Background: an optimization exercise with open tools, aiming at small area and a short achievable clock period. Do not read the settings as production practice.
At most, simulation tests tie the RTL to the original design; equivalence was not proved.
No activity file was given, so power comes from the tool's default toggle rates.

Setup of before:
==> flow/design.v <==
module video_uut (
    input  wire         clk_i       ,
    input  wire         cen_i       ,
    input  wire         rst_i       ,
    input  wire         vid_sel_i   ,
    input  wire [23:0]  vid_rgb_i   ,
    input  wire [1:0]   vh_blank_i  ,
    input  wire [2:0]   dvh_sync_i  ,
    output wire [2:0]   dvh_sync_o  ,
    output wire [23:0]  vid_rgb_o
);
    localparam [1:0] S_IDLE = 2'd0, S_ATTACK = 2'd1, S_HOLD = 2'd2, S_DECAY = 2'd3;
    reg [23:0] vid_rgb_d1;     
    reg        draw_d1;        
    reg        bg_d1;          
    reg [2:0]  dvh_sync_d1;
    reg [11:0] x_cnt, y_cnt;    
    reg        prev_de, prev_vs;
    reg [1:0]  state;
    reg [7:0]  timer;
    reg [3:0]  amp, tamp;
    reg        spd;            
    reg [15:0] lfsr;
    reg [12:0] phase;          
    reg [4:0]  freq_1, freq_2;
    reg [12:0] acc_1, acc_2;   
    reg [12:0] base_1, base_2; 
    reg [3:0]  bsel;           
    function [12:0] add13(input [12:0] a, input [12:0] b);
        integer i; reg c;
        begin
            c = 1'b0;
            for (i = 0; i < 13; i = i + 1) begin
                add13[i] = a[i] ^ b[i] ^ c;
                c = (a[i] & b[i]) | (c & (a[i] ^ b[i]));
            end
        end
    endfunction
    function [12:0] addf(input [12:0] a, input [4:0] f);
        integer i; reg c;
        begin
            c = 1'b0;
            for (i = 0; i < 5; i = i + 1) begin
                addf[i] = a[i] ^ f[i] ^ c;
                c = (a[i] & f[i]) | (c & (a[i] ^ f[i]));
            end
            for (i = 5; i < 13; i = i + 1) begin
                addf[i] = a[i] ^ c;
                c = a[i] & c;
            end
        end
    endfunction
    wire [6:0]  t_1 = acc_1[11:5] ^ {7{acc_1[12]}};
    wire [6:0]  t_2 = acc_2[11:5] ^ {7{acc_2[12]}};
    wire [7:0]  sum = t_1 + t_2;                  
    reg        a1_en, a2_en, a2, a2_neg;
    reg  [1:0] a1;
    wire [10:0] term1 = a1_en ? ({3'b0, sum} << a1) : 11'd0;
    wire        add1 = a2_en & ~a2_neg;
    wire [14:0] kc  = ~{4'b0, 11'd1072 | {8'd0, lfsr[1:0], 1'b0}} + 15'd2 + {14'b0, add1} + {4'b0, amp, 7'b0};
    wire [14:0] op2 = ~{4'b0, term1};
    wire [14:0] op3 = ~a2_en ? 15'd0 : a2_neg ? {7'b0, sum} : a2 ? ~{6'b0, sum, 1'b0} : ~{7'b0, sum};
    wire        fix = sum[7] & sum[0] & amp[0];
    wire [14:0] ypre = {2'b0, y_cnt, 1'b0} + kc;
    wire [14:0] cs_s = ypre ^ op2 ^ op3;
    wire [14:0] cs_c = {(ypre[13:0] & op2[13:0]) | (ypre[13:0] & op3[13:0]) | (op2[13:0] & op3[13:0]), fix};
    wire [4:0]  lo  = {1'b0, cs_s[3:0]} + {1'b0, cs_c[3:0]};
    wire [10:0] hx  = cs_s[14:4] ^ cs_c[14:4];
    wire [10:0] ho  = cs_s[14:4] | cs_c[14:4];
    wire        hi_zero = ((hx[0] == lo[4])) & (hx[10:1] == ho[9:0]);
    wire [2:0]  dv = lo[3:1];
    wire draw = hi_zero & (lo[3:0] <= 4'd11) & ((y_cnt[11:3] != 0) | (y_cnt[2:0] >= dv));
    wire t_zero = (timer == 8'd0);
    wire lt = amp < tamp;
    wire gt = tamp < amp;
    wire st_idle = (state == S_IDLE), st_att = (state == S_ATTACK), st_hold = (state == S_HOLD), st_dec = (state == S_DECAY);
    wire hold_run = st_hold & ~t_zero;
    wire amp_low  = (amp[3:1] == 3'd0);                   
    wire glitch_c = hold_run & (lfsr[1:0] == 2'b11);
    wire tamp_inc = hold_run & (lfsr[2:0] == 3'b000) & (tamp < 4'd10);
    wire tamp_dec = hold_run & (lfsr[2:0] == 3'b111) & (tamp > 4'd3);
    wire [3:0] tamp_pick = (lfsr[3:0] < 4'd4) ? 4'd5 : (lfsr[3:0] > 4'd10) ? 4'd10 : lfsr[3:0];
    wire go_c = st_idle & t_zero;
    wire tamp_we = go_c | tamp_inc | tamp_dec;
    wire [3:0] tamp_nxt = go_c ? tamp_pick : tamp + (tamp_inc ? 4'd1 : 4'd15);
    wire amp_up2 = st_att & lt;
    wire amp_we  = amp_up2 | (hold_run & (lt | gt)) | st_dec;
    wire [3:0] amp_step = amp_up2 ? 4'd2 : (st_hold & lt) ? 4'd1 : 4'd15;
    wire [3:0] amp_nxt = (st_dec & amp_low) ? 4'd0 : amp + amp_step;
    wire timer_ld_h = st_att & ~lt;
    wire timer_ld_i = st_dec & amp_low;
    wire timer_we = timer_ld_h | timer_ld_i | ((st_idle | st_hold) & ~t_zero);
    wire [7:0] timer_nxt = timer_ld_h ? {1'b0, lfsr[4:0], 2'b00} : timer_ld_i ? {lfsr[5:0], 2'b00} : timer - 8'd1;
    reg  [1:0] st_nxt;
    always @* begin
        st_nxt = state;
        if (go_c) st_nxt = S_ATTACK;
        if (timer_ld_h) st_nxt = S_HOLD;
        if (st_hold & t_zero) st_nxt = S_DECAY;
        if (timer_ld_i) st_nxt = S_IDLE;
    end
    wire vs_rise  = dvh_sync_i[1] & ~prev_vs;
    wire upd      = vs_rise & spd;
    wire go       = upd & go_c;
    wire glitch   = upd & glitch_c;
    wire [4:0] f1_new = {1'b0, lfsr[3:0]} + 5'd10;
    wire [4:0] f2_new = {1'b0, lfsr[7:4]} + 5'd14;
    wire        stepping = |bsel;
    wire [12:0] b1_sum = (stepping ? {base_1[11:0], 1'b0} : base_1) + (phase & {13{~stepping | (|(bsel & freq_1[3:0]))}});
    wire [12:0] b2_sum = {base_2[11:0], 1'b0} + (phase & {13{|(bsel & freq_2[3:0])}});
    wire [12:0] b1_nxt = go ? (lfsr[12:0] & {13{f1_new[4]}}) :
                         (glitch & (&freq_1)) ? 13'd0 :    
                         (glitch | stepping) ? b1_sum : base_1;
    wire [12:0] b2_nxt = go ? (lfsr[12:0] & {13{f2_new[4]}}) : stepping ? b2_sum : base_2;
    wire x_last = (x_cnt == 12'h800);
    wire x_fb   = x_cnt[11] ^ x_cnt[10] ^ x_cnt[9] ^ x_cnt[3] ^ (x_cnt[10:0] == 11'd0);
    wire x_rst = dvh_sync_i[1] | (~dvh_sync_i[2] & prev_de);
    wire [12:0] inc_1 = addf(acc_1, freq_1) ^ {x_last & freq_1[0], 12'd0};
    wire [12:0] inc_2 = addf(acc_2, freq_2) ^ {x_last & freq_2[0], 12'd0};
    wire x_inc = ~dvh_sync_i[1] & dvh_sync_i[2];
    always @(posedge clk_i) begin
        if (rst_i) begin
            state <= S_IDLE; timer <= 0; amp <= 0; tamp <= 0; spd <= 0;
            a1_en <= 0; a1 <= 0; a2_en <= 0; a2 <= 0; a2_neg <= 0;
            lfsr <= 16'hACE1;
            y_cnt <= 0; prev_de <= 0; prev_vs <= 0;
            vid_rgb_d1 <= 0; draw_d1 <= 0; bg_d1 <= 1; dvh_sync_d1 <= 0;
        end else if (cen_i) begin
            lfsr <= {lfsr[14:0], lfsr[15] ^ lfsr[13] ^ lfsr[12] ^ lfsr[10]};
            prev_vs <= dvh_sync_i[1];
            if (vs_rise) begin
                spd <= ~spd;
                if (spd) begin
                    state <= st_nxt;
                    if (timer_we) timer <= timer_nxt;
                    if (amp_we) begin
                        amp    <= amp_nxt;
                        a1_en  <= (amp_nxt != 4'd0);
                        a1     <= (amp_nxt >= 4'd7) ? 2'd3 : (amp_nxt >= 4'd4) ? 2'd2 : (amp_nxt >= 4'd2) ? 2'd1 : 2'd0;
                        a2_en  <= ~((amp_nxt == 4'd0) | (amp_nxt == 4'd1) | (amp_nxt == 4'd2) | (amp_nxt == 4'd4) | (amp_nxt == 4'd8));
                        a2     <= (amp_nxt == 4'd6) | (amp_nxt >= 4'd10);
                        a2_neg <= (amp_nxt == 4'd7);
                    end
                    if (tamp_we)  tamp  <= tamp_nxt;
                end
            end
            prev_de <= dvh_sync_i[2];
            if (dvh_sync_i[1]) y_cnt <= 0;
            else if (~dvh_sync_i[2] & prev_de) y_cnt <= y_cnt + 1;
            draw_d1    <= draw;
            bg_d1      <= ~draw;
            vid_rgb_d1 <= vid_sel_i ? 24'h0 : vid_rgb_i;
            dvh_sync_d1 <= dvh_sync_i;
        end
    end
    always @(posedge clk_i) begin
        if (cen_i) begin
            base_1 <= b1_nxt;
            base_2 <= b2_nxt;
            if (go) bsel <= 4'b1000;
            else bsel <= {1'b0, bsel[3:1]};
            if (go) begin
                phase  <= lfsr[12:0];
                freq_1 <= f1_new;
                freq_2 <= f2_new;
            end else if (glitch) freq_1 <= freq_1 + 1;
            if (x_rst) begin
                x_cnt <= 0; acc_1 <= b1_nxt; acc_2 <= b2_nxt;
            end else if (x_inc) begin
                x_cnt <= {x_cnt[10:0], x_fb}; acc_1 <= inc_1; acc_2 <= inc_2;
            end
        end
    end
    assign dvh_sync_o = dvh_sync_d1;
    assign vid_rgb_o  = {vid_rgb_d1[23:16] & {8{bg_d1}}, vid_rgb_d1[15:8] | {8{draw_d1}},
                         vid_rgb_d1[7:0] & {8{bg_d1}}};
endmodule
clock: 14.0 ns
lec_check: 0
cap_margin: 20
core_margin: 2
core_utilization: 40
cts_buf_list: sky130_fd_sc_hd__clkbuf_4 sky130_fd_sc_hd__clkbuf_8
slew_margin: 20
tns_end_percent: 0
standard.sh (not shown) runs the stock make flow with config.mk's settings and CLKGATE_MAP_FILE= SYNTH_SCRIPT=/design/flow/synth_recipe.tcl, a recipe that flattens the netlist after the stock synthesis.
==> flow/flow/run.sh <==
#!/bin/bash
# Standard ORFS layout, with timing repair aiming at extra setup slack so that
# the achieved period (not only the 14 ns clock) is optimised, and plain buf_2
# cells (instead of delay buffers) as the port buffers.
set -euo pipefail
bash standard.sh finish SETUP_SLACK_MARGIN=9.5 MATCH_CELL_FOOTPRINT=0 "BUFFER_PORTS_ARGS=-buffer_cell sky130_fd_sc_hd__buf_2" > flow_make.log 2>&1
before reached the final stage; the timing, DRC and antenna checks on its layout passed.
[inputs] after vs before
-- flow/design.v --
<<< before, line 115
    wire x_last = (x_cnt == 12'h800);
    wire x_fb   = x_cnt[11] ^ x_cnt[10] ^ x_cnt[9] ^ x_cnt[3] ^ (x_cnt[10:0] == 11'd0);
    wire x_rst = dvh_sync_i[1] | (~dvh_sync_i[2] & prev_de);
    wire [12:0] inc_1 = addf(acc_1, freq_1) ^ {x_last & freq_1[0], 12'd0};
    wire [12:0] inc_2 = addf(acc_2, freq_2) ^ {x_last & freq_2[0], 12'd0};
    wire x_inc = ~dvh_sync_i[1] & dvh_sync_i[2];
    always @(posedge clk_i) begin
>>> after, line 115
    wire x_last = (x_cnt == 12'h800);
    wire x_fb   = x_cnt[11] ^ x_cnt[10] ^ x_cnt[9] ^ x_cnt[3] ^ (x_cnt[10:0] == 11'd0);
    wire x_rst = dvh_sync_i[1] | (~dvh_sync_i[2] & prev_de) | (dvh_sync_i[2] & x_last);
    wire x_inc = ~dvh_sync_i[1] & dvh_sync_i[2];
    always @(posedge clk_i) begin
<<< before, line 168
                x_cnt <= 0; acc_1 <= b1_nxt; acc_2 <= b2_nxt;
            end else if (x_inc) begin
                x_cnt <= {x_cnt[10:0], x_fb}; acc_1 <= inc_1; acc_2 <= inc_2;
            end
        end
>>> after, line 166
                x_cnt <= 0; acc_1 <= b1_nxt; acc_2 <= b2_nxt;
            end else if (x_inc) begin
                x_cnt <= {x_cnt[10:0], x_fb}; acc_1 <= addf(acc_1, freq_1); acc_2 <= addf(acc_2, freq_2);
            end
        end
## What came out
Across before and after, the outcome is the same: a clean finish for every run.
after vs. before: number of non-filler instances in the completed layout shows a reduction of about 1.7%; core occupancy in the finished layout now sits lower; clock period minus worst slack moved down; first-iteration DRC count dropped 5.1%; routed wire length down 4.1%.
Higher critical path depth was reported by before, not after.
No functional check of the RTL was part of before.

---

RTL: the design.v shown in full above, as it stands there.
export LEC_CHECK = 0
export CAP_MARGIN = 20
export CORE_MARGIN = 2
export CORE_UTILIZATION = 40
export CTS_BUF_LIST = sky130_fd_sc_hd__clkbuf_4 sky130_fd_sc_hd__clkbuf_8
export SLEW_MARGIN = 20
export TNS_END_PERCENT = 0
create_clock -name core_clock -period 14.0 [get_ports {clk_i}]
==> flow/flow/run.sh <==
#!/bin/bash
# Standard ORFS layout, with timing repair aiming at extra setup slack so that
# the achieved period (not only the 14 ns clock) is optimised, and plain buf_2
# cells (instead of delay buffers) as the port buffers.
set -euo pipefail
bash standard.sh finish SETUP_SLACK_MARGIN=9.5 "BUFFER_PORTS_ARGS=-buffer_cell sky130_fd_sc_hd__buf_2" > flow_make.log 2>&1
Next try:
--- a/flow/design.v
+++ b/flow/design.v
@@ -108,15 +108,18 @@
     wire        stepping = |bsel;
     wire [12:0] b1_sum = (stepping ? {base_1[11:0], 1'b0} : base_1) + (phase & {13{~stepping | (|(bsel & freq_1[3:0]))}});
     wire [12:0] b2_sum = {base_2[11:0], 1'b0} + (phase & {13{|(bsel & freq_2[3:0])}});
-    wire [12:0] b1_nxt = go ? (lfsr[12:0] & {13{f1_new[4]}}) :
-                         (glitch & (&freq_1)) ? 13'd0 :    
-                         (glitch | stepping) ? b1_sum : base_1;
-    wire [12:0] b2_nxt = go ? (lfsr[12:0] & {13{f2_new[4]}}) : stepping ? b2_sum : base_2;
+    wire        f31    = &freq_1;                       
+    wire [12:0] b1_glt = f31 ? 13'd0 : b1_sum;
+    wire [12:0] b1_ld  = go_c ? (lfsr[12:0] & {13{f1_new[4]}}) : glitch_c ? b1_glt : b1_sum;
+    wire [12:0] b2_ld  = go_c ? (lfsr[12:0] & {13{f2_new[4]}}) : b2_sum;
+    wire [12:0] bb1 = stepping ? b1_sum : base_1;
+    wire [12:0] bb2 = stepping ? b2_sum : base_2;
     wire x_last = (x_cnt == 12'h800);
     wire x_fb   = x_cnt[11] ^ x_cnt[10] ^ x_cnt[9] ^ x_cnt[3] ^ (x_cnt[10:0] == 11'd0);
-    wire x_rst = dvh_sync_i[1] | (~dvh_sync_i[2] & prev_de);
-    wire [12:0] inc_1 = addf(acc_1, freq_1) ^ {x_last & freq_1[0], 12'd0};
-    wire [12:0] inc_2 = addf(acc_2, freq_2) ^ {x_last & freq_2[0], 12'd0};
+    wire x_rl  = dvh_sync_i[2] ? x_last : prev_de;     
+    wire x_rst = dvh_sync_i[1] | x_rl;
+    wire        g_r   = ~prev_vs & spd & glitch_c;
+    wire [12:0] r1_vs = g_r ? b1_glt : bb1;
     wire x_inc = ~dvh_sync_i[1] & dvh_sync_i[2];
     always @(posedge clk_i) begin
         if (rst_i) begin
@@ -155,8 +158,8 @@
     end
     always @(posedge clk_i) begin
         if (cen_i) begin
-            base_1 <= b1_nxt;
-            base_2 <= b2_nxt;
+            if (go | stepping | glitch) base_1 <= b1_ld;
+            if (go | stepping) base_2 <= b2_ld;
             if (go) bsel <= 4'b1000;
             else bsel <= {1'b0, bsel[3:1]};
             if (go) begin
@@ -165,9 +168,9 @@
                 freq_2 <= f2_new;
             end else if (glitch) freq_1 <= freq_1 + 1;
             if (x_rst) begin
-                x_cnt <= 0; acc_1 <= b1_nxt; acc_2 <= b2_nxt;
+                x_cnt <= 0; acc_1 <= dvh_sync_i[1] ? r1_vs : bb1; acc_2 <= bb2;
             end else if (x_inc) begin
-                x_cnt <= {x_cnt[10:0], x_fb}; acc_1 <= inc_1; acc_2 <= inc_2;
+                x_cnt <= {x_cnt[10:0], x_fb}; acc_1 <= addf(acc_1, freq_1); acc_2 <= addf(acc_2, freq_2);
             end
         end
     end
Maximum frequency goes up by a few percent.
Worst setup slack is better by 0.10 ns.
Count of clock-buffer cells in the layout goes down by 1.
Combinational power goes down by a quarter to a third.
Flip-flop and latch count stays the same.
Global-route usage goes down by 0.40 points.
Clock power goes up by a few percent.
Function was not checked in any run of this note: the RTL went through the layout flow alone.

-- static timing again, ports no longer ideal --
Ports are ideal in the flow. The routed layouts listed here were re-timed in OpenROAD. Step 1, drivers: a clkbuf_16 drives clk_i and a buf_2 each remaining input, both assumed. Step 2 adds t to the input delays and takes it off the output delays; t is the mean of the earliest and latest rising clock arrival at the registers after step 1. Input paths then give back, and output paths get back, about the clock's delay inside the block. a / b / c = ideal / step 1 / step 2; a / b = the first two.
| run | shift t [ns] | setup slack, ns | clock arrival spread, ns | worst register clock-pin slew, ns |
|---|---|---|---|---|
| before | 0.510 | 9.339 / 9.339 / 8.847 | 0.023 / 0.023 | 0.11 / 0.11 |
| after | 0.508 | 9.497 / 9.500 / 8.991 | 0.030 / 0.029 | 0.12 / 0.12 |
| the first run of note 2 | 0.517 | 9.332 / 9.332 / 8.837 | 0.022 / 0.022 | 0.11 / 0.11 |
| the second run of note 2 | 0.519 | 9.432 / 9.432 / 8.960 | 0.014 / 0.014 | 0.10 / 0.10 |
After both steps every run listed still meets setup and hold. For after, which loses most, drivers alone change the setup slack by +0.003 ns; drivers and shift together by -0.506 ns.
